Context: an optimization exercise on an open-source flow, tuned for small area. The choices shown serve that exercise and are no tape-out recipe. Function was checked by simulation only, so behaviour that the tests miss may differ from the original.

garnet:
==> flow/design.v <==
module ALU(
  input  [3:0]  OP,
  input         CIN,
  input  [15:0] A,
  input  [15:0] B,
  input  [15:0] M,
  output [1:0]  flgOut,
  output [15:0] out,
  output [15:0] P
  );
wire isAdd  = OP==4'd1;
wire isAddc = OP==4'd2;
wire isSub  = OP==4'd3;
wire isSubc = OP==4'd4;
wire sub    = isSub | isSubc;
wire cin    = isAddc ? CIN : isSub ? 1'b1 : isSubc ? ~CIN : 1'b0;
wire [15:0] bx = B ^ {16{sub}};
assign P = A ^ bx;
wire [16:0] sum = {1'b0, A} + {1'b0, bx} + {16'b0, cin};
wire big = |B[15:4];
function [15:0] rev;
  input [15:0] x;
  integer i;
  for (i = 0; i < 16; i = i + 1) rev[i] = x[15 - i];
endfunction
wire right = OP[1];
wire [15:0] shIn = right ? rev(A) : A;
wire [15:0] shl = shIn << B[3:0];
wire [15:0] shr = rev(shl);
wire [3:0] tt = OP == 4'd7 ? 4'b1000 : OP == 4'd8 ? 4'b1110 : OP == 4'd9 ? 4'b0011 : 4'b0110;
reg [15:0] lg;
integer li;
always @(*)
  for (li = 0; li < 16; li = li + 1) lg[li] = tt[{A[li], B[li]}];
wire selSum = OP >= 4'd1 && OP <= 4'd4;
wire selShl = OP == 4'd5 && !big;
wire selShr = OP == 4'd6 && !big;
wire selLg  = OP >= 4'd7 && OP <= 4'd10;
wire selM   = OP == 4'd11;
wire [15:0] r = ({16{selSum}} & sum[15:0]) | ({16{selShl}} & shl) | ({16{selShr}} & shr) |
                ({16{selLg}} & lg) | ({16{selM}} & M);
assign out = r;
wire carry = (isAdd | isAddc) & sum[16];
assign flgOut = {carry, ((r == 16'd0) | OP == 4'd11) & ~carry};
endmodule
module cpu(
  CLK,
  rst,
  MEMD,
  MEMRDY,
  addr,
  memDat,
  memWrite,
  halted
  );
input CLK;
input rst;
input [15:0] MEMD;
input MEMRDY;
output [31:0] addr;
output [15:0] memDat;
output memWrite;
output halted;
reg halt;
reg [15:0] os0, os1, os2, os3;  
reg c5, r5;                     
reg [5:0] ab5;                  
reg [15:0] registers[7:0];
reg [15:0] aS0, bS0;            
reg [31:0] abCombined;
reg [15:0] memOut;
reg memW;
reg [7:0] flags;
reg g, s;
reg [31:0] pCtr;
reg [31:0] stackPointer;
reg [1:0] addrMuxSelector;
assign halted = halt;
assign memDat = memOut;
assign memWrite = memW;
assign addr = addrMuxSelector == 2'd0 ? pCtr :
              addrMuxSelector == 2'd1 ? stackPointer : abCombined;
wire [6:0] op1 = os0[15:9];
wire [6:0] op2 = os1[15:9];
wire [6:0] op3 = os2[15:9];
wire [6:0] op4 = os3[15:9];
wire [2:0] aSel2 = os1[8:6];
wire [2:0] bSel2 = os1[5:3];
wire [2:0] cSel3 = os2[2:0];
wire [2:0] aSel4 = os3[8:6];
wire [2:0] bSel4 = os3[5:3];
wire [2:0] cSel4 = os3[2:0];
function blk;
  input [6:0] op;
  blk = (op >= 7'd42 && op <= 7'd45) || (op >= 7'd51 && op <= 7'd54) || op == 7'd60 || op == 7'd61;
endfunction
function isAlu;
  input [6:0] op;
  isAlu = op >= 7'd1 && op <= 7'd10;
endfunction
wire l3 = os2[15];
wire l4 = os3[15];
wire alu3 = isAlu(op3);
wire alu4 = isAlu(op4);
wire st3 = op3 == 7'd61;
wire jn4 = op4 == 7'd54;
wire cl4 = op4 == 7'd44;
wire pipeBlocked = halt || blk(op1) || blk(op2) || op2 == 7'd41 ||
                   blk(op3) || op3 == 7'd41 || blk(op4) || c5 || r5;
wire [2:0] pa = aSel2 | ({3{st3}} & cSel3) | ({3{jn4}} & aSel4) | ({3{c5}} & ab5[5:3]);
wire [2:0] pb = bSel2 | ({3{jn4}} & bSel4) | ({3{c5}} & ab5[2:0]);
wire [15:0] rA = registers[pa];
wire [15:0] rB = registers[pb];
wire [15:0] aluOut;
wire [1:0] aluFlags;
wire [15:0] aluP;
ALU alu(op3[3:0], flags[1], aS0, bS0, MEMD, aluFlags, aluOut, aluP);
wire same = ~|aluP;
reg greater;
integer gi;
always @(*) begin
  greater = 1'b0;
  for (gi = 0; gi < 16; gi = gi + 1)
    greater = aluP[gi] ? aS0[gi] : greater;
end
wire [15:0] lit4 = {1'b0, l3 ? os2[14:0] : os3[14:0]};
wire fw3 = op3 == 7'd40 || op3 == 7'd63 || alu3;
wire [15:0] x3 = l3 ? lit4 : alu3 ? aluOut : op3 == 7'd63 ? {8'd0, flags} : stackPointer[15:0];
wire [15:0] x4 = l4 ? lit4 : memOut;
wire aHit3 = (l3 && pa == 3'd7) || (fw3 && cSel3 == pa);
wire aHit4 = (l4 && pa == 3'd7) || (alu4 && cSel4 == pa);
wire aLsr = st3 && op4 == 7'd41 && cSel4 == pa;
wire bHit3 = (l3 && bSel2 == 3'd7) || (fw3 && cSel3 == bSel2);
wire bHit4 = (l4 && bSel2 == 3'd7) || (alu4 && cSel4 == bSel2);
wire [15:0] aNext = aHit3 ? x3 : aHit4 ? x4 : aLsr ? stackPointer[15:0] : rA;
wire [15:0] bNext = bHit3 ? x3 : bHit4 ? x4 : rB;
wire popHiN = !((l4 && cSel3 == 3'd7) || (op4 == 7'd40 && cSel4 == cSel3));
wire popLoN = !((l4 && cSel3 == 3'd7) || ((op4 == 7'd40 || op4 == 7'd63) && cSel4 == cSel3));
wire popHi = os3[4];
wire popLo = os3[3];
wire popW = op4 == 7'd43;
wire weHi = alu4 || l4 || op4 == 7'd40 || op4 == 7'd60 || (popW && popHi);
wire weLo = alu4 || l4 || op4 == 7'd40 || op4 == 7'd60 || op4 == 7'd63 || (popW && popLo);
wire [2:0] wSel = l4 ? 3'd7 : cSel4;
reg [15:0] wData;
always @(*) begin
  if (alu4 || l4 || popW) wData = x4;
  else if (op4 == 7'd40) wData = stackPointer[15:0];
  else if (op4 == 7'd60) wData = MEMD;
  else wData = {8'd0, flags};
end
wire spInc = op4 == 7'd43 || op4 == 7'd45 || op3 == 7'd45;
wire spDec = cl4 || op3 == 7'd44 || op2 == 7'd42;
reg [31:0] spStep;
reg spCarry;
integer si;
always @(*) begin
  spCarry = 1'b1;
  for (si = 0; si < 32; si = si + 1) begin
    spStep[si] = stackPointer[si] ^ spCarry;
    spCarry = spCarry & (stackPointer[si] ^ ~spInc);
  end
end
integer ri;
always @(posedge CLK) begin
  for (ri = 0; ri < 8; ri = ri + 1) begin
    if (rst || (weHi && wSel == ri)) registers[ri][15:8] <= rst ? 8'd0 : wData[15:8];
    if (rst || (weLo && wSel == ri)) registers[ri][7:0] <= rst ? 8'd0 : wData[7:0];
  end
end
always @(posedge CLK) begin
  aS0 <= aNext;
  bS0 <= bNext;
  if (!halt && op3 != 7'd53) abCombined <= {aS0, bS0};
  if (!halt) begin
    if (st3) memOut <= aNext;
    else if (op3 == 7'd44) memOut <= pCtr[31:16];
    else if (cl4) memOut <= pCtr[15:0];
    else if (op3 == 7'd62) memOut <= abCombined[31:16];
    else if (op3 == 7'd42) memOut <= aS0;
    else memOut <= aluOut;
  end
  ab5 <= os3[8:3];
end
always @(posedge CLK) begin
  if (rst) begin
    halt <= 1'b0;
    os0 <= 16'd0; os1 <= 16'd0; os2 <= 16'd0; os3 <= 16'd0;
    c5 <= 1'b0; r5 <= 1'b0;
    memW <= 1'b0;
    flags <= 8'd0;
    g <= 1'b0; s <= 1'b0;
    pCtr <= 32'd0;
    stackPointer <= 32'd0;
    addrMuxSelector <= 2'd0;
  end else begin
    if (op4 == 7'd59) begin
      halt <= 1'b1;
      os0 <= 16'd0; os1 <= 16'd0; os2 <= 16'd0; os3 <= 16'd0;
      c5 <= 1'b0; r5 <= 1'b0;
    end else begin
      os0 <= pipeBlocked ? 16'd0 : MEMD;
      os1 <= os0; os2 <= os1; os3 <= os2;
      if (op3 == 7'd43) os3[4:3] <= {popHiN, popLoN};
      c5 <= cl4; r5 <= op4 == 7'd45;
    end
    if (op3 == 7'd42 || op3 == 7'd44 || st3) memW <= 1'b1;
    else if (op4 == 7'd42 || op4 == 7'd61 || c5) memW <= 1'b0;
    if (alu4) flags <= {6'd0, aluFlags};
    else if (op4 == 7'd50) flags[7:5] <= {g, ~(g | s), s};
    else if (op4 == 7'd62) flags <= memOut[7:0];
    if (op3 == 7'd50) begin
      g <= greater;
      s <= same;
    end
    if (c5 || (jn4 && flags[3])) pCtr <= {rA, rB};
    else if (op4 == 7'd51 || (op4 == 7'd52 && s) || (op4 == 7'd53 && g)) pCtr <= abCombined;
    else if (op4 == 7'd45) pCtr[31:16] <= MEMD;
    else if (op3 == 7'd45) pCtr[15:0] <= MEMD;
    else if (!pipeBlocked) pCtr <= pCtr + 32'd1;
    if (op4 == 7'd41) stackPointer <= abCombined;
    else if (spInc || spDec) stackPointer <= spStep;
    if (c5 || r5 || op4 == 7'd42 || op4 == 7'd43 || op4 == 7'd60 || op4 == 7'd61) addrMuxSelector <= 2'd0;
    else if (op3 == 7'd60 || op3 == 7'd61 || op2 == 7'd60 || op2 == 7'd61) addrMuxSelector <= 2'd2;
    else if (op2 >= 7'd42 && op2 <= 7'd45) addrMuxSelector <= 2'd1;
  end
end
endmodule
Settings: LEC_CHECK=0, CAP_MARGIN=20, CORE_MARGIN=2, CORE_UTILIZATION=60, PLACE_DENSITY=0.68, SLEW_MARGIN=20; clock period 7.0 ns.
standard.sh (not shown) runs the stock make flow with config.mk's settings and CLKGATE_MAP_FILE= SYNTH_SCRIPT=/design/flow/synth_recipe.tcl, a recipe that flattens the netlist after the stock synthesis.
==> flow/flow/run.sh <==
#!/bin/bash
# Layout flow for this design: the standard layout (standard.sh) with
#  - synthesis as standard.sh runs it, except that ABC maps the logic with
#    flow/abc.script (delay-optimal mapping with extra area recovery, without
#    the gate upsizing and buffering of ORFS's speed script; the resizer
#    buffers and sizes after placement). Registers are mapped before ABC
#    runs, so they are the standard synthesis's, with the same names and cells.
#  - buf_1 port buffers,
#  - a clock tree of clkbuf_8 clusters of at most 14 sinks, without dummy loads.
# Each tool's output goes to synth.log and layout.log in this folder; ORFS's
# per-step logs are under orfs/logs.
set -euo pipefail
here=$(pwd)
mkdir -p synth_scripts
for f in "$FLOW_HOME"/scripts/*; do ln -s "$f" synth_scripts/; done
rm synth_scripts/abc_speed.script
cp flow/abc.script synth_scripts/abc_speed.script
SCRIPTS_DIR=$here/synth_scripts bash standard.sh synth > synth.log 2>&1
export BUFFER_PORTS_ARGS="-buffer_cell sky130_fd_sc_hd__buf_1"
export CTS_ARGS="-sink_clustering_enable -repair_clock_nets -dont_use_dummy_load -buf_list sky130_fd_sc_hd__clkbuf_8 -sink_clustering_size 14 -sink_clustering_max_diameter 64"
bash standard.sh > layout.log 2>&1
==> flow/flow/abc.script <==
&get -n
&st
&dch
&nf -F 10 -A 4
&put
topo
diff inputs: garnet => ember
Settings: CORE_UTILIZATION now 55, was 60; PLACE_DENSITY no longer set, was 0.68.
==> flow/flow/run.sh <==
#!/bin/bash
# Layout flow for this design: the standard layout (standard.sh) with
#  - synthesis as standard.sh runs it, except that ABC maps the logic with
#    flow/abc.script (delay-optimal mapping with extra area recovery, without
#    the gate upsizing and buffering of ORFS's speed script; the resizer
#    buffers and sizes after placement). Registers are mapped before ABC
#    runs, so they are the standard synthesis's, with the same names and cells.
#  - buf_1 port buffers,
#  - a clock tree of clkbuf_8 clusters of at most 12 sinks, without dummy loads.
# Each tool's output goes to synth.log and layout.log in this folder; ORFS's
# per-step logs are under orfs/logs.
set -euo pipefail
here=$(pwd)
mkdir -p synth_scripts
for f in "$FLOW_HOME"/scripts/*; do ln -s "$f" synth_scripts/; done
rm synth_scripts/abc_speed.script
cp flow/abc.script synth_scripts/abc_speed.script
SCRIPTS_DIR=$here/synth_scripts bash standard.sh synth > synth.log 2>&1
export BUFFER_PORTS_ARGS="-buffer_cell sky130_fd_sc_hd__buf_1"
export CTS_ARGS="-sink_clustering_enable -repair_clock_nets -dont_use_dummy_load -buf_list sky130_fd_sc_hd__clkbuf_8 -sink_clustering_size 12 -sink_clustering_max_diameter 60"
bash standard.sh > layout.log 2>&1
Findings:
- The via density per instance in ember was lower than what garnet gave.
- The detailed-route via count number comes out higher for garnet vs ember.
- Re number of tap instances: garnet was lower than ember.
- Worst clock skew on the final layout, garnet and ember, higher one = ember.
- Delta (ember minus garnet): synthesized cell area was more or less identical; non-clock buffer count went up about 5%; relative slew slack now larger.
- Every run (garnet and ember) finished clean.

-- separate check: timing with driven ports --
The flow's constraints put no driver on any port. The routed layouts listed below were extracted and timed again, unchanged, in two steps. Step 1 (the two cells are an assumption about what drives the block):
set clk [get_ports {CLK}]
set_driving_cell -lib_cell sky130_fd_sc_hd__clkbuf_16 $clk
set_driving_cell -lib_cell sky130_fd_sc_hd__buf_2 [delete_from_list [all_inputs] $clk]
Step 2 adds t to the input delays and takes it off the output delays; t is the mean of the earliest and latest rising clock arrival at the registers after step 1. Input paths then give back, and output paths get back, about the clock's delay inside the block. Slacks: ideal ports / drivers / drivers and shift; pairs: ideal ports / drivers.
| run | shift t [ns] | slack for setup (ns) | hold WS [ns] |
|---|---|---|---|
| garnet | 0.662 | 1.074 / 1.074 / 1.074 | 0.382 / 0.382 / 0.382 |
| ember | 0.652 | 1.182 / 1.182 / 1.182 | 0.396 / 0.396 / 0.396 |
After both steps every run listed still meets setup and hold.
